Context: an optimization exercise on an open-source flow, tuned for small area. The choices shown serve that exercise and are no tape-out recipe. In this exercise RTL edits were held to simulation tests only and were not proved equivalent to the original. The clock input has no modelled driver; a real chip could not lean on it and would need a root buffer or a full tree. Power figures rest on the tool's default switching activity, not on a simulated workload.

## my_uart_top
module my_uart_top(input wire FPGA_CLK, input wire FPGA_RST, input wire UART_RXD, output wire UART_TXD);
==> flow/config.mk <==
export PLATFORM = sky130hd
export DESIGN_NAME = my_uart_top
export DESIGN_NICKNAME = my_uart_top
export VERILOG_FILES = /design/flow/design.v
export SDC_FILE = /design/flow/constraint.sdc
export NUM_CORES = 4
export LEC_CHECK = 0
export CAP_MARGIN = 20
export CORE_MARGIN = 2
export CORE_UTILIZATION = 40
export SLEW_MARGIN = 20
==> flow/constraint.sdc <==
create_clock -name core_clock -period 10.0 [get_ports {FPGA_CLK}]
set_input_delay 2.0000 -clock core_clock [delete_from_list [all_inputs] [get_ports {FPGA_CLK}]]
set_output_delay 2.0000 -clock core_clock [all_outputs]
set_load 0.01 [all_outputs]
standard.sh (not shown) runs the stock make flow with config.mk's settings and CLKGATE_MAP_FILE= SYNTH_SCRIPT=/design/flow/synth_recipe.tcl, a recipe that flattens the netlist after the stock synthesis.
==> flow/flow/run.sh <==
#!/bin/bash
# Layout flow: the standard flow (standard.sh) with three changes made
# through ORFS's own hooks and variables:
#  - after floorplanning, logic cells are set to their smallest drive strength
#    (flow/downsize.tcl); later repair steps upsize what timing, slew or
#    capacitance need;
#  - ports are buffered with buf_1;
#  - the clock tree is built by flow/clock_tree.tcl (run in the CTS step in
#    place of clock_tree_synthesis): the clock port drives a few clkbuf_8,
#    each driving the flip-flops of one region of the layout.
set -euo pipefail
here=$(pwd)
export POST_FLOORPLAN_TCL="$here/flow/restructure.tcl"
export BUFFER_PORTS_ARGS="-buffer_cell sky130_fd_sc_hd__buf_1"
export PRE_CTS_TCL="$here/flow/clock_tree.tcl"
export CLOCK_TREE_BUFFERS=3
bash standard.sh > "$here/standard_flow.log" 2>&1
==> flow/flow/clock_tree.tcl <==
# Sourced by ORFS's cts.tcl before it calls clock_tree_synthesis; replaces that
# command with a one-level tree: the clock port drives CLOCK_TREE_BUFFERS
# clkbuf_8 cells, each driving the clock pins of the flip-flops in one strip
# of the layout (flip-flops sorted by x and split into equal groups). The
# buffers are placed at their group's centre; cts.tcl legalizes them.
rename clock_tree_synthesis orfs_clock_tree_synthesis
proc clock_tree_synthesis { args } {
  set block [ord::get_db_block]
  set db [ord::get_db]
  set nbuf $::env(CLOCK_TREE_BUFFERS)
  set master [$db findMaster sky130_fd_sc_hd__clkbuf_8]
  set clk [$block findNet FPGA_CLK]
  set sinks {}
  foreach it [$clk getITerms] {
    set inst [$it getInst]
    set loc [$inst getLocation]
    lappend sinks [list [lindex $loc 0] [lindex $loc 1] $it]
  }
  set sinks [lsort -integer -index 0 $sinks]
  set n [llength $sinks]
  puts "clock_tree.tcl: $n clock sinks, $nbuf buffers"
  for { set b 0 } { $b < $nbuf } { incr b } {
    set lo [expr { $b * $n / $nbuf }]
    set hi [expr { ($b + 1) * $n / $nbuf - 1 }]
    set grp [lrange $sinks $lo $hi]
    set sx 0; set sy 0
    foreach s $grp { incr sx [lindex $s 0]; incr sy [lindex $s 1] }
    set cx [expr { $sx / [llength $grp] }]
    set cy [expr { $sy / [llength $grp] }]
    set buf [odb::dbInst_create $block $master "clkbuf_leaf_$b"]
    set net [odb::dbNet_create $block "clknet_leaf_$b"]
    $net setSigType CLOCK
    [$buf findITerm A] connect $clk
    [$buf findITerm X] connect $net
    foreach s $grp {
      set it [lindex $s 2]
      $it disconnect
      $it connect $net
    }
    $buf setLocation $cx $cy
    $buf setPlacementStatus PLACED
    puts "clock_tree.tcl: clkbuf_leaf_$b drives [llength $grp] sinks at ($cx, $cy)"
  }
}
Other scripts of this flow, unchanged in this note and not shown: flow/flow/downsize.tcl, flow/flow/restructure.tcl
Next try:
--- a/flow/flow/run.sh
+++ b/flow/flow/run.sh
@@ -16,0 +17 @@
+export CLOCK_TREE_CELL=sky130_fd_sc_hd__buf_6
--- a/flow/flow/clock_tree.tcl
+++ b/flow/flow/clock_tree.tcl
@@ -3 +3 @@
-# clkbuf_8 cells, each driving the clock pins of the flip-flops in one strip
+# CLOCK_TREE_CELL cells, each driving the clock pins of the flip-flops in one strip
@@ -11 +11 @@
-  set master [$db findMaster sky130_fd_sc_hd__clkbuf_8]
+  set master [$db findMaster $::env(CLOCK_TREE_CELL)]
Effect:
- The new run went through all stages and came out clean
- power shrinks by 1.0%
- wire length shrinks by 1.1%
- global-route usage barely changes
- final area shrinks by 0.43%
Next try:
--- a/flow/flow/run.sh
+++ b/flow/flow/run.sh
@@ -16,2 +16,2 @@
-export CLOCK_TREE_BUFFERS=3
-export CLOCK_TREE_CELL=sky130_fd_sc_hd__buf_6
+export CLOCK_TREE_BUFFERS=2
+export CLOCK_TREE_CELL=sky130_fd_sc_hd__buf_8
Effect: The new run ran to the end with no violations; design area barely changes; fmax is lower slightly; die area stays the same; routed wire length is lower slightly; register-to-register slack barely changes; global-route usage is lower by 0.12 points.
No run of this note takes its clock network from TritonCTS; it comes from the design's own scripts or RTL.


The RTL this note starts from:
==> flow/design.v <==
module speed_select #(parameter [12:0] C = 13'd0, parameter [12:0] G = 13'h1fff,
                      parameter [12:0] D = 13'd0, parameter [3:0] LP = 4'd0, parameter KX = 1'b0)
                    (input clk, input rst_n, input bps_start, output clk_bps);
	reg [12:0] q;
	wire [11:0] nat = q[12:1] ^ G[11:0];
	wire [12:0] force_c = G & {13{~bps_start}};
	wire [11:0] n = (nat & ~force_c[11:0]) | (C[11:0] & force_c[11:0]);
	function lit(input integer j, input p);
		lit = p ? (G[j-1] ? n[j-1] : ~q[j]) : q[j];
	endfunction
	wire h = q[0] ^ KX ^ ((lit(1, LP[0]) & lit(7, LP[1]) & lit(8, LP[2])) | lit(5, LP[3]));
	wire n12 = force_c[12] ? C[12] : h;
	always @(posedge clk) q <= {n12, n};
	assign clk_bps = (q == D);
endmodule
module my_uart_rx(input clk, input rst_n, input rs232_rx, input clk_bps,
                  output [7:0] rx_data, output reg rx_int, output fire);
	reg [2:0] e;
	wire neg = e[2];
	always @(posedge clk or negedge rst_n)
		if (!rst_n) e <= 3'b000;
		else begin
			e[0] <= rs232_rx;
			e[1] <= e[0] & (rs232_rx | e[1]);
			e[2] <= ~rs232_rx & e[1] & ~e[0];
		end
	reg [3:0] num;
	wire fin = num[3] & ~num[1] & num[0];                 
	assign fire = num[3] & ~num[2] & num[1] & ~num[0];    
	wire post12 = num[3] & (num[2] ? ~num[1] & ~num[0] : num[1] & num[0]);   
	always @(posedge clk or negedge rst_n)
		if (!rst_n) rx_int <= 1'b0;
		else rx_int <= neg | (rx_int & ~fin);
	always @(posedge clk or negedge rst_n)
		if (!rst_n) num <= 4'b1000;
		else if (fire | (fin & neg)) num <= 4'b1000;
		else if ((rx_int & clk_bps) | post12 | fin) num <= num - 1'b1;
	reg [7:0] sh;
	always @(posedge clk)
		if (clk_bps & ~num[3]) sh <= {rs232_rx, sh[7:1]};
	assign rx_data = sh;
endmodule
module my_uart_tx(input clk, input rst_n, input [7:0] rx_data, input fire, input clk_bps,
                  output rs232_tx, output reg tx_en);
	reg [3:0] num;
	reg [7:0] tx_data;
	reg tx_r;
	wire fin = ~num[3] & ~num[2] & num[1];    
	always @(posedge clk or negedge rst_n)
		if (!rst_n) tx_en <= 1'b0;
		else tx_en <= fire | (tx_en & ~fin);
	always @(posedge clk)
		if (fire) tx_data <= rx_data;
	always @(posedge clk)
		if (!tx_en) num <= 4'b0111;
		else if (clk_bps) num <= num + 1'b1;
	always @(posedge clk or negedge rst_n)
		if (!rst_n) tx_r <= 1'b1;
		else if (tx_en & clk_bps) tx_r <= num[3] ? tx_data[num[2:0]] : ~num[2];
	assign rs232_tx = tx_r;
endmodule
module my_uart_top(input wire FPGA_CLK, input wire FPGA_RST, input wire UART_RXD, output wire UART_TXD);
	wire rx_int, tx_en, clk_bps1, clk_bps2, fire;
	wire [7:0] rx_data;
	speed_select #(.C(13'd8191), .G(13'h1445), .D(13'd1613), .LP(4'b0011), .KX(1'b1))
		speed_rx(.clk(FPGA_CLK), .rst_n(FPGA_RST), .bps_start(rx_int), .clk_bps(clk_bps1));
	my_uart_rx my_uart_rx(.clk(FPGA_CLK), .rst_n(FPGA_RST), .rs232_rx(UART_RXD), .clk_bps(clk_bps1),
	                      .rx_data(rx_data), .rx_int(rx_int), .fire(fire));
	speed_select #(.C(13'd8191), .G(13'h115c), .D(13'd4627), .LP(4'b0011), .KX(1'b0))
		speed_tx(.clk(FPGA_CLK), .rst_n(FPGA_RST), .bps_start(tx_en), .clk_bps(clk_bps2));
	my_uart_tx my_uart_tx(.clk(FPGA_CLK), .rst_n(FPGA_RST), .rx_data(rx_data), .fire(fire), .clk_bps(clk_bps2),
	                      .rs232_tx(UART_TXD), .tx_en(tx_en));
endmodule
Settings: LEC_CHECK=0, CAP_MARGIN=20, CORE_MARGIN=2, CORE_UTILIZATION=40, SLEW_MARGIN=20; clock period 10.0 ns.
==> flow/flow/run.sh <==
#!/bin/bash
# Layout flow: the standard flow (standard.sh) with three changes made
# through ORFS's own hooks and variables:
#  - after floorplanning, logic cells are set to their smallest drive strength
#    (flow/downsize.tcl); later repair steps upsize what timing, slew or
#    capacitance need;
#  - ports are buffered with buf_1;
#  - the clock tree is built by flow/clock_tree.tcl (run in the CTS step in
#    place of clock_tree_synthesis): the clock port drives a few clkbuf_8,
#    each driving the flip-flops of one region of the layout.
set -euo pipefail
here=$(pwd)
export POST_FLOORPLAN_TCL="$here/flow/restructure.tcl"
export BUFFER_PORTS_ARGS="-buffer_cell sky130_fd_sc_hd__buf_1"
export PRE_CTS_TCL="$here/flow/clock_tree.tcl"
export CLOCK_TREE_BUFFERS=3
bash standard.sh > "$here/standard_flow.log" 2>&1
==> flow/flow/clock_tree.tcl <==
# Sourced by ORFS's cts.tcl before it calls clock_tree_synthesis; replaces that
# command with a one-level tree: the clock port drives CLOCK_TREE_BUFFERS
# clkbuf_8 cells, each driving the clock pins of the flip-flops in one strip
# of the layout (flip-flops sorted by x and split into equal groups). The
# buffers are placed at their group's centre; cts.tcl legalizes them.
rename clock_tree_synthesis orfs_clock_tree_synthesis
proc clock_tree_synthesis { args } {
  set block [ord::get_db_block]
  set db [ord::get_db]
  set nbuf $::env(CLOCK_TREE_BUFFERS)
  set master [$db findMaster sky130_fd_sc_hd__clkbuf_8]
  set clk [$block findNet FPGA_CLK]
  set sinks {}
  foreach it [$clk getITerms] {
    set inst [$it getInst]
    set loc [$inst getLocation]
    lappend sinks [list [lindex $loc 0] [lindex $loc 1] $it]
  }
  set sinks [lsort -integer -index 0 $sinks]
  set n [llength $sinks]
  puts "clock_tree.tcl: $n clock sinks, $nbuf buffers"
  for { set b 0 } { $b < $nbuf } { incr b } {
    set lo [expr { $b * $n / $nbuf }]
    set hi [expr { ($b + 1) * $n / $nbuf - 1 }]
    set grp [lrange $sinks $lo $hi]
    set sx 0; set sy 0
    foreach s $grp { incr sx [lindex $s 0]; incr sy [lindex $s 1] }
    set cx [expr { $sx / [llength $grp] }]
    set cy [expr { $sy / [llength $grp] }]
    set buf [odb::dbInst_create $block $master "clkbuf_leaf_$b"]
    set net [odb::dbNet_create $block "clknet_leaf_$b"]
    $net setSigType CLOCK
    [$buf findITerm A] connect $clk
    [$buf findITerm X] connect $net
    foreach s $grp {
      set it [lindex $s 2]
      $it disconnect
      $it connect $net
    }
    $buf setLocation $cx $cy
    $buf setPlacementStatus PLACED
    puts "clock_tree.tcl: clkbuf_leaf_$b drives [llength $grp] sinks at ($cx, $cy)"
  }
}
==> flow/flow/restructure.tcl <==
# Re-map the combinational logic for area with OpenROAD's restructure (ABC),
# then set cells to their smallest drive strength.
restructure -target area -slack_threshold 0 -depth_threshold 0 \
  -liberty_file $::env(LIB_FILES) \
  -tielo_port sky130_fd_sc_hd__conb_1/LO -tiehi_port sky130_fd_sc_hd__conb_1/HI \
  -work_dir [file join $::env(OBJECTS_DIR) restructure] \
  -abc_logfile [file join $::env(LOG_DIR) restructure_abc.log]
source [file join [file dirname [info script]] downsize.tcl]
Other scripts of this flow, unchanged in this note and not shown: flow/flow/downsize.tcl
The starting point died in 2_1_floorplan (RMP-0003).
Rerun with:
--- a/flow/flow/run.sh
+++ b/flow/flow/run.sh
@@ -11,5 +11,5 @@
 set -euo pipefail
 here=$(pwd)
-export POST_FLOORPLAN_TCL="$here/flow/restructure.tcl"
+export POST_FLOORPLAN_TCL="$here/flow/downsize.tcl"
 export BUFFER_PORTS_ARGS="-buffer_cell sky130_fd_sc_hd__buf_1"
 export PRE_CTS_TCL="$here/flow/clock_tree.tcl"
removed: flow/flow/restructure.tcl
Result: With this change the flow passed the timing, design-rule and antenna checks. Synthesized area stays the same. Synthesized cell count is unchanged.
Rerun with:
==> flow/flow/run.sh (replaced) <==
#!/bin/bash
# Layout flow: the standard flow (standard.sh) with three changes made
# through ORFS's own hooks and variables:
#  - after floorplanning, logic cells are set to their smallest drive strength
#    (flow/downsize.tcl); later repair steps upsize what timing, slew or
#    capacitance need;
#  - ports are buffered with buf_1;
#  - clock tree synthesis does not add dummy loads.
set -euo pipefail
here=$(pwd)
export POST_FLOORPLAN_TCL="$here/flow/downsize.tcl"
export BUFFER_PORTS_ARGS="-buffer_cell sky130_fd_sc_hd__buf_1"
export CTS_ARGS="-sink_clustering_enable -repair_clock_nets -dont_use_dummy_load -buf_list sky130_fd_sc_hd__clkbuf_8 -sink_clustering_size 30 -sink_clustering_max_diameter 200"
bash standard.sh > "$here/standard_flow.log" 2>&1
removed: flow/flow/clock_tree.tcl
Result: Worst hold slack hardly moves. Via count came out higher by 0.51%. First-iteration DRC count goes up by 20%.
Rerun with:
--- a/flow/flow/run.sh
+++ b/flow/flow/run.sh
@@ -11,4 +11,4 @@
 export POST_FLOORPLAN_TCL="$here/flow/downsize.tcl"
 export BUFFER_PORTS_ARGS="-buffer_cell sky130_fd_sc_hd__buf_1"
-export CTS_ARGS="-sink_clustering_enable -repair_clock_nets -dont_use_dummy_load -buf_list sky130_fd_sc_hd__clkbuf_8 -sink_clustering_size 30 -sink_clustering_max_diameter 200"
+export CTS_ARGS="-sink_clustering_enable -repair_clock_nets -dont_use_dummy_load -buf_list sky130_fd_sc_hd__clkbuf_16 -sink_clustering_size 60 -sink_clustering_max_diameter 500"
 bash standard.sh > "$here/standard_flow.log" 2>&1
After rerunning:
- The new run passed the timing, design-rule and antenna checks
- utilization increases by 1.2 points
- setup slack gets better by 0.0097 ns
- synthesized area does not change
- maximum frequency rose by about 0.33%
- design area climbs by about 2.8%
- worst hold slack got worse by 0.0037 ns
- cell count stays the same
- total power went up by 12%
- die area does not change
- clock power came out higher by about 46%
- first-iteration DRC count increases by about 47%
In the second run of this note the design's own scripts or RTL, not TritonCTS, make the clock network.

==> what the ideal ports hide <==
How much do the figures lean on ideal ports? The routed layouts below were timed once more, with nothing changed but the port constraints.
Step 1 (the two cells are an assumption about what drives the block):
set clk [get_ports {FPGA_CLK}]
set_driving_cell -lib_cell sky130_fd_sc_hd__clkbuf_16 $clk
set_driving_cell -lib_cell sky130_fd_sc_hd__buf_2 [delete_from_list [all_inputs] $clk]
Step 2 also shifts input and output timing later by t, the mid clock arrival at the registers, as if the neighbouring blocks saw the same clock.
a / b / c = ideal ports / drivers / drivers and shift; a / b = the first two.
| run | t, ns | setup slack, ns | worst setup path after step 2 | worst slew at a driven data input, ns | pins driven straight from the clock port |
|---|---|---|---|---|---|
| the first run of note 1 | 0.187 | 7.159 / 7.119 / 7.306 | register to output | 0.03 | 3 |
| the second run of note 1 | 0.166 | 7.183 / 7.139 / 7.305 | register to output | 0.03 | 3 |
| the third run of note 1 | 0.176 | 7.163 / 7.123 / 7.299 | register to output | 0.03 | 2 |
| the second run of note 2 | 0.198 | 7.143 / 7.099 / 7.297 | register to output | 0.03 | 3 |
| the third run of note 2 | 0.320 | 7.033 / 7.007 / 7.326 | register to output | 0.03 | 1 |
| the fourth run of note 2 | 0.316 | 7.043 / 7.012 / 7.328 | register to output | 0.03 | 1 |
After both steps setup and hold are still met in every run listed.
